This design comes from an exercise in tuning for small area and a short achievable clock period on the open sky130 flow, not from production work. In this exercise RTL edits were held to simulation tests only and were not proved equivalent to the original.

// mult_unit
module mult_unit (
    input  logic        clock,
    input  logic        reset,
    input  logic        start,
    input  logic [31:0] rs1,
    input  logic [31:0] rs2,
    input  logic [2:0]  func,
    input  logic [5:0]  dest_tag_in,
    input  logic        cdb_taken,
    input  logic        branch_mispredict,
    output logic [5:0]  dest_tag_out,
    output logic [31:0] result,
    output logic        done,
    output logic        full
);
==> flow/config.mk <==
export PLATFORM = sky130hd
export DESIGN_NAME = mult_unit
export DESIGN_NICKNAME = mult_unit
export VERILOG_FILES = /design/flow/design.v
export SDC_FILE = /design/flow/constraint.sdc
export NUM_CORES = 4
export LEC_CHECK = 0
export ABC_AREA = 1
export CAP_MARGIN = 20
export CORE_MARGIN = 2
export CORE_UTILIZATION = 40
export CTS_BUF_LIST = sky130_fd_sc_hd__clkbuf_4 sky130_fd_sc_hd__clkbuf_8
export PLACE_DENSITY = 0.6
export SETUP_SLACK_MARGIN = 5
export SLEW_MARGIN = 20
export TNS_END_PERCENT = 0
==> flow/constraint.sdc <==
create_clock -name core_clock -period 9.5 [get_ports {clock}]
set_input_delay 1.9000 -clock core_clock [delete_from_list [all_inputs] [get_ports {clock}]]
set_output_delay 1.9000 -clock core_clock [all_outputs]
set_load 0.01 [all_outputs]
standard.sh (not shown) runs the stock make flow with config.mk's settings and CLKGATE_MAP_FILE= SYNTH_SCRIPT=/design/flow/synth_recipe.tcl, a recipe that flattens the netlist after the stock synthesis.
==> flow/flow/run.sh <==
#!/bin/bash
# The standard layout, with the port buffers made of sky130_fd_sc_hd__buf_2
# cells (every input and output port still gets its own buffer).
set -euo pipefail
export BUFFER_PORTS_ARGS="-buffer_cell sky130_fd_sc_hd__buf_2"
bash standard.sh > standard.log 2>&1
The starting point went through all stages and came out clean.
Change:
--- a/flow/config.mk
+++ b/flow/config.mk
@@ -9,5 +9,5 @@
 export CAP_MARGIN = 20
 export CORE_MARGIN = 2
-export CORE_UTILIZATION = 40
+export CORE_UTILIZATION = 45
 export CTS_BUF_LIST = sky130_fd_sc_hd__clkbuf_4 sky130_fd_sc_hd__clkbuf_8
 export PLACE_DENSITY = 0.6
After rerunning:
- routed wire length goes down by 0.76%
- setup slack is about the same
- clock-buffer cell count goes up by 2

job 876:
mult_unit, a different RTL version from the one above (not shown whole).
Size in the first run: ~190 flip-flops, about 120 I/O pins, roughly 33000 sq um of cells after synthesis.
make LEC_CHECK=0 ABC_AREA=1 CAP_MARGIN=20 CORE_MARGIN=2 CORE_UTILIZATION=40 PLACE_DENSITY=0.6 SETUP_SLACK_MARGIN=5 SLEW_MARGIN=20 finish   # period 9.5 ns
run.sh (not shown) runs the stock make flow with config.mk's settings and CLKGATE_MAP_FILE= SYNTH_SCRIPT=/design/flow/synth_recipe.tcl, a recipe that flattens the netlist after the stock synthesis.
Stock flow here: none of the scripts above is used.
--- input diff job 876..job 4593 ---
diff --git a/flow/config.mk b/flow/config.mk
--- a/flow/config.mk
+++ b/flow/config.mk
@@ -13 +12,0 @@
-export SETUP_SLACK_MARGIN = 5
Findings:
What job 4593 reported for met3 routed wirelength has to be multiplied by 1.4 to get the figure for job 876. Job 4593 drops fewer vias than job 876. Routed wire length improves in job 4593 relative to job 876. Delta(final hold slack, job 4593 - job 876) < 0. For job 4593, the worst-path cell with the longest stage delay was sky130_fd_sc_hd__o21ai_2, unlike job 876, where it was sky130_fd_sc_hd__fa_1.

mult_unit with an RTL version that a note above also has.
Size in the first run: ~3500 cells after synthesis, about 340 flip-flops.
make LEC_CHECK=0 ABC_AREA=1 CAP_MARGIN=20 CORE_MARGIN=2 CORE_UTILIZATION=40 CTS_BUF_LIST='sky130_fd_sc_hd__clkbuf_4 sky130_fd_sc_hd__clkbuf_8' PLACE_DENSITY=0.6 SETUP_SLACK_MARGIN=5 SLEW_MARGIN=20 TNS_END_PERCENT=0 finish   # period 9.5 ns
Next try:
==> flow/flow/run.sh (new file) <==
#!/bin/bash
# The standard layout, with the port buffers made of sky130_fd_sc_hd__buf_2
# cells (every input and output port still gets its own buffer).
set -euo pipefail
export BUFFER_PORTS_ARGS="-buffer_cell sky130_fd_sc_hd__buf_2"
bash standard.sh > standard.log 2>&1
==> flow/standard.sh (new file) <==
#!/bin/bash
# synth_recipe.tcl (not shown) runs the flow's synth.tcl, then flattens the netlist and writes it again
# the make line also repeats each setting of config.mk as NAME=value (left out here)
make -C /OpenROAD-flow-scripts/flow DESIGN_CONFIG=/design/flow/config.mk WORK_HOME=/design/flow/orfs CLKGATE_MAP_FILE= SYNTH_SCRIPT=/design/flow/synth_recipe.tcl "${@:-finish}"
--- a/flow/config.mk
+++ b/flow/config.mk
@@ -12,3 +12,3 @@
 export CTS_BUF_LIST = sky130_fd_sc_hd__clkbuf_4 sky130_fd_sc_hd__clkbuf_8
-export PLACE_DENSITY = 0.6
+export PLACE_DENSITY = 0.65
 export SETUP_SLACK_MARGIN = 5
removed: flow/run.sh
Hold slack improves by 0.024 ns.
Final cell count barely changes.
Maximum frequency shrinks by 6.2%.
Critical path depth does not change.
Next try:
==> flow/run.sh (new file) <==
#!/bin/bash
# synth_recipe.tcl (not shown) runs the flow's synth.tcl, then flattens the netlist and writes it again
# the make line also repeats each setting of config.mk as NAME=value (left out here)
make -C /OpenROAD-flow-scripts/flow DESIGN_CONFIG=/design/flow/config.mk WORK_HOME=/design/flow/orfs CLKGATE_MAP_FILE= SYNTH_SCRIPT=/design/flow/synth_recipe.tcl finish
--- a/flow/config.mk
+++ b/flow/config.mk
@@ -10,5 +10,5 @@
 export CORE_MARGIN = 2
-export CORE_UTILIZATION = 40
+export CORE_UTILIZATION = 50
 export CTS_BUF_LIST = sky130_fd_sc_hd__clkbuf_4 sky130_fd_sc_hd__clkbuf_8
-export PLACE_DENSITY = 0.65
+export PLACE_DENSITY = 0.6
 export SETUP_SLACK_MARGIN = 5
removed: flow/flow/run.sh
removed: flow/standard.sh
What happened:
- utilization rises by 12 points
- register-to-register slack improved by 0.12 ns
- final area is higher by 1.5%
Next try:
==> flow/flow/run.sh (new file) <==
#!/bin/bash
# The standard layout, with two changes:
#  - the port buffers are sky130_fd_sc_hd__buf_2 cells (every input and
#    output port still gets its own buffer);
#  - timing repair aims at 5 ns of setup slack from clock tree synthesis on,
#    but not during floorplanning (no sizing before placement).
set -euo pipefail
export BUFFER_PORTS_ARGS="-buffer_cell sky130_fd_sc_hd__buf_2"
SETUP_SLACK_MARGIN=0 bash standard.sh floorplan > standard_floorplan.log 2>&1
SETUP_SLACK_MARGIN=5 bash standard.sh > standard_finish.log 2>&1
==> flow/standard.sh (new file) <==
#!/bin/bash
# synth_recipe.tcl (not shown) runs the flow's synth.tcl, then flattens the netlist and writes it again
# the make line also repeats each setting of config.mk as NAME=value (left out here)
make -C /OpenROAD-flow-scripts/flow DESIGN_CONFIG=/design/flow/config.mk WORK_HOME=/design/flow/orfs CLKGATE_MAP_FILE= SYNTH_SCRIPT=/design/flow/synth_recipe.tcl "${@:-finish}"
--- a/flow/config.mk
+++ b/flow/config.mk
@@ -10,6 +10,5 @@
 export CORE_MARGIN = 2
-export CORE_UTILIZATION = 50
+export CORE_UTILIZATION = 40
 export CTS_BUF_LIST = sky130_fd_sc_hd__clkbuf_4 sky130_fd_sc_hd__clkbuf_8
 export PLACE_DENSITY = 0.6
-export SETUP_SLACK_MARGIN = 5
 export SLEW_MARGIN = 20
removed: flow/run.sh
Result: Utilization is lower by 12 points. First-iteration DRC count came out higher by about 1.8%. Fmax came out higher by 3.6%. Global-route usage is lower by 9.4 points.

Another version of the RTL of mult_unit (not shown whole).
Size: about 3300 cells after synthesis, about 120 I/O pins, roughly 34000 µm² of cells after synthesis.
Settings: LEC_CHECK=0, ABC_AREA=1, CAP_MARGIN=20, CORE_MARGIN=2, CORE_UTILIZATION=40, CTS_BUF_LIST=sky130_fd_sc_hd__clkbuf_4 sky130_fd_sc_hd__clkbuf_8, PLACE_DENSITY=0.6, SETUP_SLACK_MARGIN=5, SLEW_MARGIN=20, TNS_END_PERCENT=0; clock period 9.5 ns.
standard.sh (not shown) runs the stock make flow with config.mk's settings and CLKGATE_MAP_FILE= SYNTH_SCRIPT=/design/flow/synth_recipe.tcl, a recipe that flattens the netlist after the stock synthesis.
==> flow/flow/run.sh <==
#!/bin/bash
# The standard layout, with the port buffers made of sky130_fd_sc_hd__buf_2
# cells (every input and output port still gets its own buffer).
set -euo pipefail
export BUFFER_PORTS_ARGS="-buffer_cell sky130_fd_sc_hd__buf_2"
bash standard.sh > standard.log 2>&1
Edit:
==> flow/flow/run.sh (replaced) <==
#!/bin/bash
# The standard layout, with two changes:
#  - the port buffers are sky130_fd_sc_hd__buf_2 cells (every input and
#    output port still gets its own buffer);
#  - timing repair aims at 5 ns of setup slack from clock tree synthesis on,
#    but not during floorplanning (no sizing before placement).
set -euo pipefail
export BUFFER_PORTS_ARGS="-buffer_cell sky130_fd_sc_hd__buf_2"
SETUP_SLACK_MARGIN=0 bash standard.sh floorplan > standard_floorplan.log 2>&1
SETUP_SLACK_MARGIN=5 bash standard.sh > standard_finish.log 2>&1
Settings changed: SETUP_SLACK_MARGIN 5 to unset.
Effect: The new run produced a clean layout. Global-route usage fell by 0.64 points. Worst hold slack stays flat. Routed wire length fell by 2.2%. Design area fell by 0.49%. Non-clock buffer count fell by 21. Fmax fell by 4.4%.

RTL: one of the versions met above, not the one the previous note started from.
Size: about 3500 cells after synthesis, roughly 340 flip-flops, ~120 I/O pins, about 34000 um^2 of cells after synthesis.
clock: 9.5 ns
lec_check: 0
abc_area: 1
cap_margin: 20
core_margin: 2
core_utilization: 40
cts_buf_list: sky130_fd_sc_hd__clkbuf_4 sky130_fd_sc_hd__clkbuf_8
place_density: 0.6
setup_slack_margin: 5
slew_margin: 60
tns_end_percent: 0
run.sh (not shown) runs the stock make flow with config.mk's settings and CLKGATE_MAP_FILE= SYNTH_SCRIPT=/design/flow/synth_recipe.tcl, a recipe that flattens the netlist after the stock synthesis.
Stock flow here: none of the scripts above is used.
Rerun with:
--- a/flow/config.mk
+++ b/flow/config.mk
@@ -12 +11,0 @@
-export CTS_BUF_LIST = sky130_fd_sc_hd__clkbuf_4 sky130_fd_sc_hd__clkbuf_8
@@ -15 +14 @@
-export SLEW_MARGIN = 60
+export SLEW_MARGIN = 20
Outcome: The changed run finished clean. First-iteration DRC count went up by about 2.5%. Die area is unchanged. Via count stays flat. Setup slack loses 0.13 ns. Routed wire length went up by 0.52%. Design area went down by about 1.6%. Non-clock buffer count went down by 49. Count of clock-buffer cells in the layout went down by 27.

## port drivers added, routing unchanged
The results above use ideal ports. As a check the final layouts listed here were re-extracted and re-timed, cells and wires unchanged.
Step 1 assumes that a clkbuf_16 drives the clock port and a buf_2 every other input.
Step 2 adds t to the input delays and takes it off the output delays; t is the mean of the earliest and latest rising clock arrival at the registers after step 1. Input paths then give back, and output paths get back, about the clock's delay inside the block.
a / b / c = ideal / step 1 / step 2; a / b = the first two.
| run | t, ns | setup slack, ns | worst setup path at the end | latest minus earliest clock arrival (ns) | worst data-port slew with drivers (ns) |
|---|---|---|---|---|---|
| the first run of note 1 | 0.731 | 4.912 / 4.912 / 4.912 | register to register | 0.056 / 0.056 | 0.05 |
| the second run of note 1 | 0.758 | 4.909 / 4.909 / 4.909 | register to register | 0.072 / 0.072 | 0.05 |
| job 876 | 0.575 | 2.940 / 2.940 / 2.940 | register to register | 0.031 / 0.031 | 0.07 |
| job 4593 | 0.579 | 0.686 / 0.686 / 0.686 | register to register | 0.028 / 0.028 | 0.06 |
| the first run of note 3 | 0.722 | 4.943 / 4.921 / 4.840 | input to register | 0.059 / 0.059 | 0.05 |
| the second run of note 3 | 0.727 | 4.640 / 4.640 / 4.640 | register to register | 0.074 / 0.074 | 0.05 |
| the third run of note 3 | 0.759 | 4.761 / 4.761 / 4.708 | input to register | 0.055 / 0.054 | 0.05 |
| the fourth run of note 3 | 0.726 | 4.925 / 4.925 / 4.925 | register to register | 0.031 / 0.030 | 0.07 |
| the first run of note 4 | 0.726 | 4.887 / 4.887 / 4.749 | input to register | 0.060 / 0.060 | 0.05 |
| the second run of note 4 | 0.736 | 4.674 / 4.674 / 4.674 | register to register | 0.068 / 0.068 | 0.06 |
| the first run of note 5 | 0.734 | 4.966 / 4.966 / 4.934 | input to register | 0.042 / 0.043 | 0.04 |
| the second run of note 5 | 0.647 | 4.833 / 4.833 / 4.819 | input to register | 0.056 / 0.057 | 0.05 |
After both steps every run listed still meets setup and hold. For the first run of note 4, which loses most, drivers alone change the setup slack by 0.000 ns; drivers and shift together by -0.138 ns.
